Context: an optimization exercise on an open-source flow, tuned for small area and a short achievable clock period. The choices shown serve that exercise and are no tape-out recipe.
RTL that was checked went through simulation tests only; none was proved equivalent to the original.

==> module simon_key_for, before the edit <==
module simon_key_for(
    input  [63:0]  keytext,
    output [447:0] key_total    
);
    localparam [61:0] Z = 62'b01100111000011010100100010111110110011100001101010010001011111;
    wire [511:0] k;    
    wire [511:0] m;    
    assign k[63:0] = keytext;
    genvar i, j;
    generate
        for (i = 1; i < 31; i = i + 1) begin : g_m
            for (j = 0; j < 16; j = j + 1) begin : g_b
                simon_xor2 u_m(.a(k[16*i+j]), .b(k[16*i+(j+1)%16]), .y(m[16*i+j]));
            end
        end
        for (i = 0; i < 28; i = i + 1) begin : g_k
            wire [15:0] early;
            for (j = 0; j < 16; j = j + 1) begin : g_b
                if (j >= 2 || (j == 0 && Z[i])) begin : g_inv
                    simon_xnor2 u_e(.a(k[16*i+j]), .b(m[16*(i+1)+j]), .y(early[j]));
                end else begin : g_keep
                    simon_xor2 u_e(.a(k[16*i+j]), .b(m[16*(i+1)+j]), .y(early[j]));
                end
                wire kn;
                simon_xnor2 u_k(.a(early[j]), .b(m[16*(i+3)+(j+3)%16]), .y(kn));
                simon_inv   u_d(.a(kn), .y(k[16*(i+4)+j]));
            end
        end
    endgenerate
    assign key_total = k[511:64];
endmodule
==> module simon_for, before the edit <==
module simon_for(
    input  [31:0] plaintext,
    input  [63:0] keytext,
    input         clk,
    output reg [31:0] ciphertext
);
    wire [447:0] key_total;
    wire [511:0] rk = {key_total, keytext};    
    simon_key_for key_generate(
        .keytext(keytext),
        .key_total(key_total)
    );
    wire [16*33-1:0] x;    
    assign x[15:0] = plaintext[31:16];
    wire [16*33-1:0] y = {x[16*32-1:0], plaintext[15:0]};
    genvar i, j;
    generate
        for (i = 0; i < 32; i = i + 1) begin : g_round
            wire [15:0] yk, w, n, xn;
            for (j = 0; j < 16; j = j + 1) begin : g_b
                simon_xor2  u_yk(.a(y[16*i+j]), .b(rk[16*i + j]), .y(yk[j]));
                simon_xor2  u_w (.a(yk[j]), .b(x[16*i+(j+14)%16]), .y(w[j]));
                simon_nand2 u_n (.a(x[16*i+(j+15)%16]), .b(x[16*i+(j+8)%16]), .y(n[j]));
                simon_xor2  u_x (.a(w[j]), .b(n[j]), .y(xn[j]));
                simon_inv   u_d (.a(xn[j]), .y(x[16*(i+1)+j]));
            end
        end
    endgenerate
    always @(posedge clk)
        ciphertext <= x[16*31 +: 32];
endmodule
clock: 34.0 ns
lec_check: 0
cap_margin: 20
core_margin: 2
core_utilization: 40
place_density: 0.6
slew_margin: 20
synth_hierarchical: 1
synth_minimum_keep_size: 0
run.sh (not shown) runs the stock make flow with config.mk's settings and CLKGATE_MAP_FILE= SYNTH_SCRIPT=/design/flow/synth_recipe.tcl, a recipe that flattens the netlist after the stock synthesis.
Then changed:
--- a/flow/design.v
+++ b/flow/design.v
@@ -16,6 +16,7 @@
 );
     localparam [61:0] Z = 62'b01100111000011010100100010111110110011100001101010010001011111;
-    wire [511:0] k;    
-    wire [511:0] m;    
+    wire [511:0] k;     
+    wire [511:64] kn;   
+    wire [511:0] m;     
     assign k[63:0] = keytext;
     genvar i, j;
@@ -23,5 +24,9 @@
         for (i = 1; i < 31; i = i + 1) begin : g_m
             for (j = 0; j < 16; j = j + 1) begin : g_b
-                simon_xor2 u_m(.a(k[16*i+j]), .b(k[16*i+(j+1)%16]), .y(m[16*i+j]));
+                if (i < 4) begin : g_in
+                    simon_xor2 u_m(.a(k[16*i+j]), .b(k[16*i+(j+1)%16]), .y(m[16*i+j]));
+                end else begin : g_kn
+                    simon_xor2 u_m(.a(kn[16*i+j]), .b(kn[16*i+(j+1)%16]), .y(m[16*i+j]));
+                end
             end
         end
@@ -34,7 +39,6 @@
                     simon_xor2 u_e(.a(k[16*i+j]), .b(m[16*(i+1)+j]), .y(early[j]));
                 end
-                wire kn;
-                simon_xnor2 u_k(.a(early[j]), .b(m[16*(i+3)+(j+3)%16]), .y(kn));
-                simon_inv   u_d(.a(kn), .y(k[16*(i+4)+j]));
+                simon_xnor2 u_k(.a(early[j]), .b(m[16*(i+3)+(j+3)%16]), .y(kn[16*(i+4)+j]));
+                simon_inv   u_d(.a(kn[16*(i+4)+j]), .y(k[16*(i+4)+j]));
             end
         end
@@ -54,5 +58,6 @@
         .key_total(key_total)
     );
-    wire [16*33-1:0] x;    
+    wire [16*33-1:0] x;     
+    wire [16*33-1:16] xn;   
     assign x[15:0] = plaintext[31:16];
     wire [16*33-1:0] y = {x[16*32-1:0], plaintext[15:0]};
@@ -60,11 +65,16 @@
     generate
         for (i = 0; i < 32; i = i + 1) begin : g_round
-            wire [15:0] yk, w, n, xn;
+            wire [15:0] yk, w, n;
             for (j = 0; j < 16; j = j + 1) begin : g_b
                 simon_xor2  u_yk(.a(y[16*i+j]), .b(rk[16*i + j]), .y(yk[j]));
-                simon_xor2  u_w (.a(yk[j]), .b(x[16*i+(j+14)%16]), .y(w[j]));
                 simon_nand2 u_n (.a(x[16*i+(j+15)%16]), .b(x[16*i+(j+8)%16]), .y(n[j]));
-                simon_xor2  u_x (.a(w[j]), .b(n[j]), .y(xn[j]));
-                simon_inv   u_d (.a(xn[j]), .y(x[16*(i+1)+j]));
+                if (i == 0) begin : g_first
+                    simon_xor2  u_w (.a(yk[j]), .b(x[16*i+(j+14)%16]), .y(w[j]));
+                    simon_xor2  u_x (.a(w[j]), .b(n[j]), .y(xn[16*(i+1)+j]));
+                end else begin : g_next
+                    simon_xor2  u_w (.a(yk[j]), .b(xn[16*i+(j+14)%16]), .y(w[j]));
+                    simon_xnor2 u_x (.a(w[j]), .b(n[j]), .y(xn[16*(i+1)+j]));
+                end
+                simon_inv   u_d (.a(xn[16*(i+1)+j]), .y(x[16*(i+1)+j]));
             end
         end
What happened:
- The new run finished with timing, DRC and antenna clean
- cell count barely changes
- worst setup slack degrades by 1500 ps
- first-iteration DRC count climbs by 37%
- worst hold slack barely changes
- critical path depth drops by 26
- synthesized area stays the same
For the second run of this note, only the layout was checked, not whether the RTL still works.

---

## lane 2
Starting RTL as in the previous note.
## simon_for
module simon_for(
    input  [31:0] plaintext,
    input  [63:0] keytext,
    input         clk,
    output reg [31:0] ciphertext
);
Settings: LEC_CHECK=0, CAP_MARGIN=20, CORE_MARGIN=2, CORE_UTILIZATION=70, PLACE_DENSITY=0.8, SLEW_MARGIN=20, SYNTH_HIERARCHICAL=1, SYNTH_MINIMUM_KEEP_SIZE=0; clock period 34.0 ns.
Looking at the reports, lane 2 completed the entire flow and the layout it produced met the timing, DRC and antenna checks.
Input changes introduced in lane 4 (baseline for comparison: lane 2):
--- a/flow/design.v
+++ b/flow/design.v
@@ -14,16 +14,21 @@
     input  [63:0]  keytext,
     output [447:0] key_total    
 );
     localparam [61:0] Z = 62'b01100111000011010100100010111110110011100001101010010001011111;
-    wire [511:0] k;    
-    wire [511:0] m;    
+    wire [511:0] k;     
+    wire [511:64] kn;   
+    wire [511:0] m;     
     assign k[63:0] = keytext;
     genvar i, j;
     generate
         for (i = 1; i < 31; i = i + 1) begin : g_m
             for (j = 0; j < 16; j = j + 1) begin : g_b
-                simon_xor2 u_m(.a(k[16*i+j]), .b(k[16*i+(j+1)%16]), .y(m[16*i+j]));
+                if (i < 4) begin : g_in
+                    simon_xor2 u_m(.a(k[16*i+j]), .b(k[16*i+(j+1)%16]), .y(m[16*i+j]));
+                end else begin : g_kn
+                    simon_xor2 u_m(.a(kn[16*i+j]), .b(kn[16*i+(j+1)%16]), .y(m[16*i+j]));
+                end
             end
         end
         for (i = 0; i < 28; i = i + 1) begin : g_k
             wire [15:0] early;
@@ -32,11 +37,10 @@
                     simon_xnor2 u_e(.a(k[16*i+j]), .b(m[16*(i+1)+j]), .y(early[j]));
                 end else begin : g_keep
                     simon_xor2 u_e(.a(k[16*i+j]), .b(m[16*(i+1)+j]), .y(early[j]));
                 end
-                wire kn;
-                simon_xnor2 u_k(.a(early[j]), .b(m[16*(i+3)+(j+3)%16]), .y(kn));
-                simon_inv   u_d(.a(kn), .y(k[16*(i+4)+j]));
+                simon_xnor2 u_k(.a(early[j]), .b(m[16*(i+3)+(j+3)%16]), .y(kn[16*(i+4)+j]));
+                simon_inv   u_d(.a(kn[16*(i+4)+j]), .y(k[16*(i+4)+j]));
             end
         end
     endgenerate
     assign key_total = k[511:64];
@@ -52,21 +56,27 @@
     simon_key_for key_generate(
         .keytext(keytext),
         .key_total(key_total)
     );
-    wire [16*33-1:0] x;    
+    wire [16*33-1:0] x;     
+    wire [16*33-1:16] xn;   
     assign x[15:0] = plaintext[31:16];
     wire [16*33-1:0] y = {x[16*32-1:0], plaintext[15:0]};
     genvar i, j;
     generate
         for (i = 0; i < 32; i = i + 1) begin : g_round
-            wire [15:0] yk, w, n, xn;
+            wire [15:0] yk, w, n;
             for (j = 0; j < 16; j = j + 1) begin : g_b
                 simon_xor2  u_yk(.a(y[16*i+j]), .b(rk[16*i + j]), .y(yk[j]));
-                simon_xor2  u_w (.a(yk[j]), .b(x[16*i+(j+14)%16]), .y(w[j]));
                 simon_nand2 u_n (.a(x[16*i+(j+15)%16]), .b(x[16*i+(j+8)%16]), .y(n[j]));
-                simon_xor2  u_x (.a(w[j]), .b(n[j]), .y(xn[j]));
-                simon_inv   u_d (.a(xn[j]), .y(x[16*(i+1)+j]));
+                if (i == 0) begin : g_first
+                    simon_xor2  u_w (.a(yk[j]), .b(x[16*i+(j+14)%16]), .y(w[j]));
+                    simon_xor2  u_x (.a(w[j]), .b(n[j]), .y(xn[16*(i+1)+j]));
+                end else begin : g_next
+                    simon_xor2  u_w (.a(yk[j]), .b(xn[16*i+(j+14)%16]), .y(w[j]));
+                    simon_xnor2 u_x (.a(w[j]), .b(n[j]), .y(xn[16*(i+1)+j]));
+                end
+                simon_inv   u_d (.a(xn[16*(i+1)+j]), .y(x[16*(i+1)+j]));
             end
         end
     endgenerate
     always @(posedge clk)
Area of the multi-input gates delta (lane 2 -> lane 4): insignificant
Between lane 2 and lane 4, the utilization figures differ only marginally.
Proportion of cell area spent on the clock network across lane 2 and lane 4: no real change.
Lane 2 → lane 4: maximum frequency now sits lower.
No functional check of the RTL was part of lane 4.

==> what the ideal ports hide <==
In the flow no input, the clock included, has a driving cell. The finished layouts below were timed again as built, in two steps.
Step 1 sets driving cells, clkbuf_16 on the clock port and buf_2 on the other inputs (assumed; they add their load-dependent delay and slew).
Step 2 times the ports against the registers' clock, not the clock port: input delays grow and output delays shrink by t, the midpoint of the rising clock arrivals with the driver on.
Three values: ideal, step 1, step 2; two values: the first two.
| run | t, ns | setup slack, ns | hold WS [ns] | clock arrival spread, ns |
|---|---|---|---|---|
| the first run of note 1 | 0.308 | 6.726 / 6.719 / 6.411 | 7.823 / 7.855 / 7.546 | 0.007 / 0.007 |
| the second run of note 1 | 0.300 | 5.232 / 5.238 / 4.938 | 7.823 / 7.852 / 7.552 | 0.004 / 0.005 |
| lane 2 | 0.300 | 5.878 / 5.881 / 5.580 | 7.826 / 7.855 / 7.555 | 0.003 / 0.003 |
| lane 4 | 0.309 | 5.314 / 5.312 / 5.003 | 7.826 / 7.857 / 7.548 | 0.007 / 0.006 |
After both steps setup and hold are still met in every run listed. For the first run of note 1, which loses most, drivers alone change the setup slack by -0.007 ns; drivers and shift together by -0.315 ns.
